This design comes from an exercise in tuning for small area and a short achievable clock period on the open sky130 flow, not from production work. Where RTL was checked, it was by simulation tests only, not by an equivalence proof against the original. Power is estimated from default activity; no workload was simulated.

// scarf_2_edge_counters
module scarf_2_edge_counters
  ( input  logic        clk,
    input  logic        rst_n_sync,
    input  logic  [7:0] data_in,
    input  logic        data_in_valid,
    input  logic        data_in_finished,
    input  logic  [6:0] slave_id,
    input  logic        rnw,
    output logic  [7:0] read_data_out,
    input  logic        gpio_0_in,
    input  logic        gpio_1_in
    );
==> module edge_counter, before the edit <==
module edge_counter
  #( parameter W = 32 )
  ( input  logic	    clk,
    input  logic	    rst_n,
    input  logic	    gpio_in,
    input  logic        enable,
    input  logic        trig_enable,
    input  logic	    trig_in,
    output logic	    trig_out,
    input  logic	    cfg_trig_out,
    input  logic	    cfg_in_inv,
    output logic [W-1:0] d1_count,
    output logic [W-1:0] d2_count,
    output logic [W-1:0] d3_count,
    output logic [W-1:0] d1_next,    
    output logic [W-1:0] d2_next,
    output logic [W-1:0] d3_next
    );
  logic s;           
  logic act;         
  logic nz1, nz2, nz3, h3, trig_out_hold;
  logic start1, done1, done2;
  logic inc1, inc2, inc3;
  synchronizer u_synchronizer_gpio_in
    ( .clk      (clk),
      .rst_n    (rst_n),
      .data_in  (cfg_in_inv ^ gpio_in),
      .data_out (s)
     );
  assign act    = s ^ trig_enable;
  assign start1 = (trig_in & trig_enable) | s;
  assign done1  = nz1 & ~act;
  assign done2  = nz2 & act;
  assign inc1 = nz1 ? (act  & ~nz2 & ~(&d1_count)) : start1;
  assign inc2 = nz2 ? (~act & ~nz3 & ~(&d2_count)) : done1;
  assign inc3 = nz3 ? (act  & ~h3  & ~(&d3_count)) : done2;
  function automatic [W-1:0] incr(input [W-1:0] q, input logic c);
    logic [W-1:0] r;
    logic         k;
    k = c;
    for (int i = 0; i < W; i++) begin
      r[i] = q[i] ^ k;
      k    = k & q[i];
    end
    incr = r;
  endfunction
  assign d1_next = enable ? incr(d1_count, inc1) : '0;
  assign d2_next = enable ? incr(d2_count, inc2) : '0;
  assign d3_next = enable ? incr(d3_count, inc3) : '0;
  always_ff @(posedge clk) begin
    d1_count      <= rst_n ? d1_next : '0;
    d2_count      <= rst_n ? d2_next : '0;
    d3_count      <= rst_n ? d3_next : '0;
    nz1           <= rst_n & enable & (nz1 | start1);
    nz2           <= rst_n & enable & (nz2 | done1);
    nz3           <= rst_n & enable & (nz3 | done2);
    h3            <= rst_n & enable & (h3 | (nz3 & ~act));
    trig_out      <= rst_n & enable & ~trig_out_hold &
                     ((~cfg_trig_out & ~nz1 & s) | (cfg_trig_out & nz1 & ~s));
    trig_out_hold <= rst_n & enable & (trig_out_hold | trig_out);
  end
endmodule
make LEC_CHECK=0 CAP_MARGIN=20 CORE_MARGIN=2 CORE_UTILIZATION=40 SLEW_MARGIN=20 finish   # period 6.0 ns
run.sh (not shown) runs the stock make flow with config.mk's settings and CLKGATE_MAP_FILE= SYNTH_SCRIPT=/design/flow/synth_recipe.tcl, a recipe that flattens the netlist after the stock synthesis.
The starting point finished but failed the layout checks on negative setup slack.
Then changed:
--- a/flow/design.v
+++ b/flow/design.v
@@ -48,11 +48,11 @@
   assign inc3 = nz3 ? (act  & ~h3  & ~(&d3_count)) : done2;
   function automatic [W-1:0] incr(input [W-1:0] q, input logic c);
     logic [W-1:0] r;
-    logic         k;
-    k = c;
+    logic [W-1:0] m;
     for (int i = 0; i < W; i++) begin
-      r[i] = q[i] ^ k;
-      k    = k & q[i];
+      m = '0;
+      for (int j = 0; j < i; j++) m[j] = 1'b1;
+      r[i] = q[i] ^ (c & (&(q | ~m)));
     end
     incr = r;
   endfunction
This time the run finished clean.
Cell area went down by 21%.
Wire length went up by 10%.
Global-route usage went up by 1.5 points.
Hold slack degrades by 0.022 ns.
Sequential share of layout area went up by 6.1 points.
Maximum frequency went up by about 40%.
Function was not checked in any run of this note: the RTL went through the layout flow alone.

The RTL this note starts from:
==> flow/design.v <==
module synchronizer(
    input  logic clk,
    input  logic rst_n,
    input  logic data_in,
    output logic data_out
    );
  logic ff_1;
  always_ff @(posedge clk) begin
    ff_1     <= rst_n & data_in;
    data_out <= rst_n & ff_1;
  end
endmodule
module edge_counter
  #( parameter W = 32 )
  ( input  logic	    clk,
    input  logic	    rst_n,
    input  logic	    gpio_in,
    input  logic        enable,
    input  logic        trig_enable,
    input  logic	    trig_in,
    output logic	    trig_out,
    input  logic	    cfg_trig_out,
    input  logic	    cfg_in_inv,
    output logic [W-1:0] d1_count,
    output logic [W-1:0] d2_count,
    output logic [W-1:0] d3_count,
    output logic [W-1:0] d1_next,    
    output logic [W-1:0] d2_next,
    output logic [W-1:0] d3_next
    );
  logic s;           
  logic act;         
  logic nz1, nz2, nz3, h3, trig_out_hold;
  logic start1, done1, done2;
  logic inc1, inc2, inc3;
  synchronizer u_synchronizer_gpio_in
    ( .clk      (clk),
      .rst_n    (rst_n),
      .data_in  (cfg_in_inv ^ gpio_in),
      .data_out (s)
     );
  assign act    = s ^ trig_enable;
  assign start1 = (trig_in & trig_enable) | s;
  assign done1  = nz1 & ~act;
  assign done2  = nz2 & act;
  assign inc1 = nz1 ? (act  & ~nz2 & ~(&d1_count)) : start1;
  assign inc2 = nz2 ? (~act & ~nz3 & ~(&d2_count)) : done1;
  assign inc3 = nz3 ? (act  & ~h3  & ~(&d3_count)) : done2;
  function automatic [W-1:0] incr(input [W-1:0] q, input logic c);
    logic [W-1:0] r;
    logic [W-1:0] m;
    for (int i = 0; i < W; i++) begin
      m = '0;
      for (int j = 0; j < i; j++) m[j] = 1'b1;
      r[i] = q[i] ^ (c & (&(q | ~m)));
    end
    incr = r;
  endfunction
  logic clear_n;
  assign clear_n = rst_n & enable;
  assign d1_next = clear_n ? incr(d1_count, inc1) : '0;
  assign d2_next = clear_n ? incr(d2_count, inc2) : '0;
  assign d3_next = clear_n ? incr(d3_count, inc3) : '0;
  always_ff @(posedge clk) begin
    d1_count      <= d1_next;
    d2_count      <= d2_next;
    d3_count      <= d3_next;
    nz1           <= clear_n & (nz1 | start1);
    nz2           <= clear_n & (nz2 | done1);
    nz3           <= clear_n & (nz3 | done2);
    h3            <= clear_n & (h3 | (nz3 & ~act));
    trig_out      <= clear_n & ~trig_out_hold &
                     ((~cfg_trig_out & ~nz1 & s) | (cfg_trig_out & nz1 & ~s));
    trig_out_hold <= clear_n & (trig_out_hold | trig_out);
  end
endmodule
module scarf_regmap_2_edge_counters
  ( input  logic	    clk,
    input  logic	    rst_n_sync,
    input  logic  [7:0] data_in,
    input  logic	    data_in_valid,
    input  logic	    data_in_finished,
    input  logic  [6:0] slave_id,
    input  logic        rnw,
    output logic  [7:0] read_data_out,
    output logic  [3:0] cfg_trig_out,
    output logic  [3:0] cfg_in_inv,
    output logic  [3:0] enable,
    output logic  [3:0] trig_enable,
    input  logic [31:0] d1_next_0,
    input  logic [31:0] d2_next_0,
    input  logic [31:0] d3_next_0,
    input  logic [31:0] d1_next_1,
    input  logic [31:0] d2_next_1,
    input  logic [31:0] d3_next_1
    );
    parameter SLAVE_ID    = 7'h03;
    parameter MAX_ADDRESS = 6'd25;
    logic [7:0] reg0, reg1, reg0_n, reg1_n;
    logic [5:0] address, address_n;
    logic       first_byte, first_n;
    logic       final_byte, final_n;
    logic [7:0] rd_q, rd_n, byte_n;
    logic       valid_slave, vb, valid_write;
    assign valid_slave = (slave_id == SLAVE_ID);
    assign vb          = valid_slave && data_in_valid;
    assign valid_write = vb && (!rnw) && (!first_byte) && (!final_byte);
    always_comb begin
      first_n   = first_byte;
      final_n   = final_byte;
      address_n = address;
      if (data_in_finished) begin
        first_n   = 1'b1;
        final_n   = 1'b0;
        address_n = 6'd0;
      end else if (vb) begin
        first_n = 1'b0;
        if (first_byte)                  address_n = data_in[5:0];
        else if (address < MAX_ADDRESS)  address_n = address + 1'b1;
        if (!first_byte && (address == MAX_ADDRESS)) final_n = 1'b1;
      end
    end
    assign reg0_n = !rst_n_sync ? 8'd0 : (valid_write && (address == 6'd0)) ? data_in : reg0;
    assign reg1_n = !rst_n_sync ? 8'd0 : (valid_write && (address == 6'd1)) ? data_in : reg1;
    always_comb
      case (address_n)
        6'd0:    byte_n = reg0_n;
        6'd1:    byte_n = reg1_n;
        6'd2:    byte_n = d1_next_0[7:0];
        6'd3:    byte_n = d1_next_0[15:8];
        6'd4:    byte_n = d1_next_0[23:16];
        6'd5:    byte_n = d1_next_0[31:24];
        6'd6:    byte_n = d2_next_0[7:0];
        6'd7:    byte_n = d2_next_0[15:8];
        6'd8:    byte_n = d2_next_0[23:16];
        6'd9:    byte_n = d2_next_0[31:24];
        6'd10:   byte_n = d3_next_0[7:0];
        6'd11:   byte_n = d3_next_0[15:8];
        6'd12:   byte_n = d3_next_0[23:16];
        6'd13:   byte_n = d3_next_0[31:24];
        6'd14:   byte_n = d1_next_1[7:0];
        6'd15:   byte_n = d1_next_1[15:8];
        6'd16:   byte_n = d1_next_1[23:16];
        6'd17:   byte_n = d1_next_1[31:24];
        6'd18:   byte_n = d2_next_1[7:0];
        6'd19:   byte_n = d2_next_1[15:8];
        6'd20:   byte_n = d2_next_1[23:16];
        6'd21:   byte_n = d2_next_1[31:24];
        6'd22:   byte_n = d3_next_1[7:0];
        6'd23:   byte_n = d3_next_1[15:8];
        6'd24:   byte_n = d3_next_1[23:16];
        6'd25:   byte_n = d3_next_1[31:24];
        default: byte_n = 8'd0;
      endcase
    assign rd_n = first_n ? {1'b0, SLAVE_ID} : (final_n ? 8'd0 : byte_n);
    always_ff @(posedge clk) begin
      first_byte <= !rst_n_sync || first_n;
      final_byte <= rst_n_sync && final_n;
      address    <= rst_n_sync ? address_n : 6'd0;
      reg0       <= reg0_n;
      reg1       <= reg1_n;
    end
    always_ff @(posedge clk, negedge rst_n_sync)
      if (~rst_n_sync) rd_q <= {1'b0, SLAVE_ID};
      else             rd_q <= rd_n;
    assign read_data_out = (valid_slave && rnw) ? rd_q : 8'd0;
    always_comb begin
      enable       = reg0[3:0];
      trig_enable  = reg0[7:4];
      cfg_in_inv   = reg1[3:0];
      cfg_trig_out = reg1[7:4];
    end
endmodule
module scarf_2_edge_counters
  ( input  logic        clk,
    input  logic        rst_n_sync,
    input  logic  [7:0] data_in,
    input  logic        data_in_valid,
    input  logic        data_in_finished,
    input  logic  [6:0] slave_id,
    input  logic        rnw,
    output logic  [7:0] read_data_out,
    input  logic        gpio_0_in,
    input  logic        gpio_1_in
    );
   parameter SLAVE_ID = 7'd03;
   logic        trig_out_0;
   logic        trig_out_1;
   logic  [3:0] cfg_trig_out;
   logic  [3:0] cfg_in_inv;
   logic  [3:0] enable;
   logic  [3:0] trig_enable;
   logic [31:0] d1_count_0, d2_count_0, d3_count_0;
   logic [31:0] d1_count_1, d2_count_1, d3_count_1;
   logic [31:0] d1_next_0, d2_next_0, d3_next_0;
   logic [31:0] d1_next_1, d2_next_1, d3_next_1;
   scarf_regmap_2_edge_counters
   # ( .SLAVE_ID( SLAVE_ID ) )
   u_scarf_regmap_4_edge_counters
     ( .clk,
       .rst_n_sync,
       .data_in,
       .data_in_valid,
       .data_in_finished,
       .slave_id,
       .rnw,
       .read_data_out,
       .cfg_trig_out,
       .cfg_in_inv,
       .enable,
       .trig_enable,
       .d1_next_0,
       .d2_next_0,
       .d3_next_0,
       .d1_next_1,
       .d2_next_1,
       .d3_next_1
      );
   edge_counter u_edge_counter_0
     ( .clk,
       .rst_n               (rst_n_sync),
       .gpio_in             (gpio_0_in),
       .enable              (enable[0]),
       .trig_enable         (trig_enable[0]),
       .trig_in             (trig_out_1),
       .trig_out            (trig_out_0),
       .cfg_trig_out        (cfg_trig_out[0]),
       .cfg_in_inv          (cfg_in_inv[0]),
       .d1_count            (d1_count_0),
       .d2_count            (d2_count_0),
       .d3_count            (d3_count_0),
       .d1_next             (d1_next_0),
       .d2_next             (d2_next_0),
       .d3_next             (d3_next_0)
       );
   edge_counter u_edge_counter_1
     ( .clk,
       .rst_n               (rst_n_sync),
       .gpio_in             (gpio_1_in),
       .enable              (enable[1]),
       .trig_enable         (trig_enable[1]),
       .trig_in             (trig_out_0),
       .trig_out            (trig_out_1),
       .cfg_trig_out        (cfg_trig_out[1]),
       .cfg_in_inv          (cfg_in_inv[1]),
       .d1_count            (d1_count_1),
       .d2_count            (d2_count_1),
       .d3_count            (d3_count_1),
       .d1_next             (d1_next_1),
       .d2_next             (d2_next_1),
       .d3_next             (d3_next_1)
       );
endmodule
Settings: LEC_CHECK=0, CAP_MARGIN=20, CORE_MARGIN=2, CORE_UTILIZATION=40, SETUP_SLACK_MARGIN=2.9, SLEW_MARGIN=20; clock period 6.0 ns.
standard.sh (not shown) runs the stock make flow with config.mk's settings and CLKGATE_MAP_FILE= SYNTH_SCRIPT=/design/flow/synth_recipe.tcl, a recipe that flattens the netlist after the stock synthesis.
==> flow/flow/run.sh <==
#!/bin/bash
# Standard layout, with slow wide OR cells (and for some versions other
# stacked cells) added to the don't-use list so that synthesis maps the
# read-data logic to faster gates. Each tool's output stays in orfs/logs.
set -euo pipefail
EXTRA=" sky130_fd_sc_hd__or4_1 sky130_fd_sc_hd__or4_2 sky130_fd_sc_hd__or4_4 sky130_fd_sc_hd__or4b_1 sky130_fd_sc_hd__or4b_2 sky130_fd_sc_hd__or4b_4 sky130_fd_sc_hd__or4bb_1 sky130_fd_sc_hd__or4bb_2 sky130_fd_sc_hd__or4bb_4 sky130_fd_sc_hd__or3_1 sky130_fd_sc_hd__or3_2 sky130_fd_sc_hd__or3_4 sky130_fd_sc_hd__or3b_1 sky130_fd_sc_hd__or3b_2 sky130_fd_sc_hd__or3b_4"
PLATFORM_DONT_USE="sky130_fd_sc_hd__probe_p_8 sky130_fd_sc_hd__probec_p_8 sky130_fd_sc_hd__lpflow_bleeder_1 sky130_fd_sc_hd__lpflow_clkbufkapwr_1 sky130_fd_sc_hd__lpflow_clkbufkapwr_16 sky130_fd_sc_hd__lpflow_clkbufkapwr_2 sky130_fd_sc_hd__lpflow_clkbufkapwr_4 sky130_fd_sc_hd__lpflow_clkbufkapwr_8 sky130_fd_sc_hd__lpflow_clkinvkapwr_1 sky130_fd_sc_hd__lpflow_clkinvkapwr_16 sky130_fd_sc_hd__lpflow_clkinvkapwr_2 sky130_fd_sc_hd__lpflow_clkinvkapwr_4 sky130_fd_sc_hd__lpflow_clkinvkapwr_8 sky130_fd_sc_hd__lpflow_decapkapwr_12 sky130_fd_sc_hd__lpflow_decapkapwr_3 sky130_fd_sc_hd__lpflow_decapkapwr_4 sky130_fd_sc_hd__lpflow_decapkapwr_6 sky130_fd_sc_hd__lpflow_decapkapwr_8 sky130_fd_sc_hd__lpflow_inputiso0n_1 sky130_fd_sc_hd__lpflow_inputiso0p_1 sky130_fd_sc_hd__lpflow_inputiso1n_1 sky130_fd_sc_hd__lpflow_inputiso1p_1 sky130_fd_sc_hd__lpflow_inputisolatch_1 sky130_fd_sc_hd__lpflow_isobufsrc_1 sky130_fd_sc_hd__lpflow_isobufsrc_16 sky130_fd_sc_hd__lpflow_isobufsrc_2 sky130_fd_sc_hd__lpflow_isobufsrc_4 sky130_fd_sc_hd__lpflow_isobufsrc_8 sky130_fd_sc_hd__lpflow_isobufsrckapwr_16 sky130_fd_sc_hd__lpflow_lsbuf_lh_hl_isowell_tap_1 sky130_fd_sc_hd__lpflow_lsbuf_lh_hl_isowell_tap_2 sky130_fd_sc_hd__lpflow_lsbuf_lh_hl_isowell_tap_4 sky130_fd_sc_hd__lpflow_lsbuf_lh_isowell_4 sky130_fd_sc_hd__lpflow_lsbuf_lh_isowell_tap_1 sky130_fd_sc_hd__lpflow_lsbuf_lh_isowell_tap_2 sky130_fd_sc_hd__lpflow_lsbuf_lh_isowell_tap_4 "
bash standard.sh DONT_USE_CELLS="$PLATFORM_DONT_USE $EXTRA" finish > standard.log 2>&1
Rerun with:
--- a/flow/design.v
+++ b/flow/design.v
@@ -45,17 +45,22 @@
   assign done2  = nz2 & act;
   assign inc1 = nz1 ? (act  & ~nz2 & ~(&d1_count)) : start1;
   assign inc2 = nz2 ? (~act & ~nz3 & ~(&d2_count)) : done1;
   assign inc3 = nz3 ? (act  & ~h3  & ~(&d3_count)) : done2;
   function automatic [W-1:0] incr(input [W-1:0] q, input logic c);
     logic [W-1:0] r;
-    logic [W-1:0] m;
+    logic [W/4-1:0] grp;
+    logic         k;
+    for (int g = 0; g < W/4; g++) grp[g] = &q[g*4 +: 4];
     for (int i = 0; i < W; i++) begin
-      m = '0;
-      for (int j = 0; j < i; j++) m[j] = 1'b1;
-      r[i] = q[i] ^ (c & (&(q | ~m)));
+      if (i % 4 == 0) begin
+        k = c;
+        for (int g = 0; g < i/4; g++) k = k & grp[g];
+      end
+      r[i] = q[i] ^ k;
+      k    = k & q[i];
     end
     incr = r;
   endfunction
   logic clear_n;
   assign clear_n = rst_n & enable;
   assign d1_next = clear_n ? incr(d1_count, inc1) : '0;
What happened:
- area after synthesis came out lower by 5.6%
- clock power is about the same
- design area is higher by 2.6%
- cell count went down by 8.8%
- wire length came out lower by 8.9%
- sequential share of layout area is lower by 0.69 points
- power barely changes
Function not checked in the second run of this note: the RTL went through the layout flow alone.

## port drivers added, routing unchanged
In the flow no input, the clock included, has a driving cell. The finished layouts below were timed again as built, in two steps.
Step 1, drivers: a clkbuf_16 drives clk and a buf_2 each remaining input, both assumed.
Step 2 adds t to the input delays and takes it off the output delays; t is the mean of the earliest and latest rising clock arrival at the registers after step 1. Input paths then give back, and output paths get back, about the clock's delay inside the block.
Three values: ideal ports, drivers, drivers and shift; two values: the first two.
run	t, ns	slack for setup (ns)	worst hold slack (ns)	worst setup path at the end	slew at the worst register clock pin (ns)
the first run of note 1	0.595	-1.116 / -1.116 / -1.116	0.439 / 0.439 / 0.439	register to register	0.06 / 0.06
the second run of note 1	0.599	0.895 / 0.873 / 0.811	0.417 / 0.417 / 0.417	input to register	0.07 / 0.07
the first run of note 2	0.603	2.599 / 2.567 / 2.060	0.424 / 0.424 / 0.424	input to register	0.07 / 0.07
the second run of note 2	0.587	2.416 / 2.416 / 2.016	0.425 / 0.425 / 0.425	input to register	0.06 / 0.06
The setup slack of the first run of note 2, which loses most, moves by -0.032 ns with the drivers and by -0.539 ns with both steps.
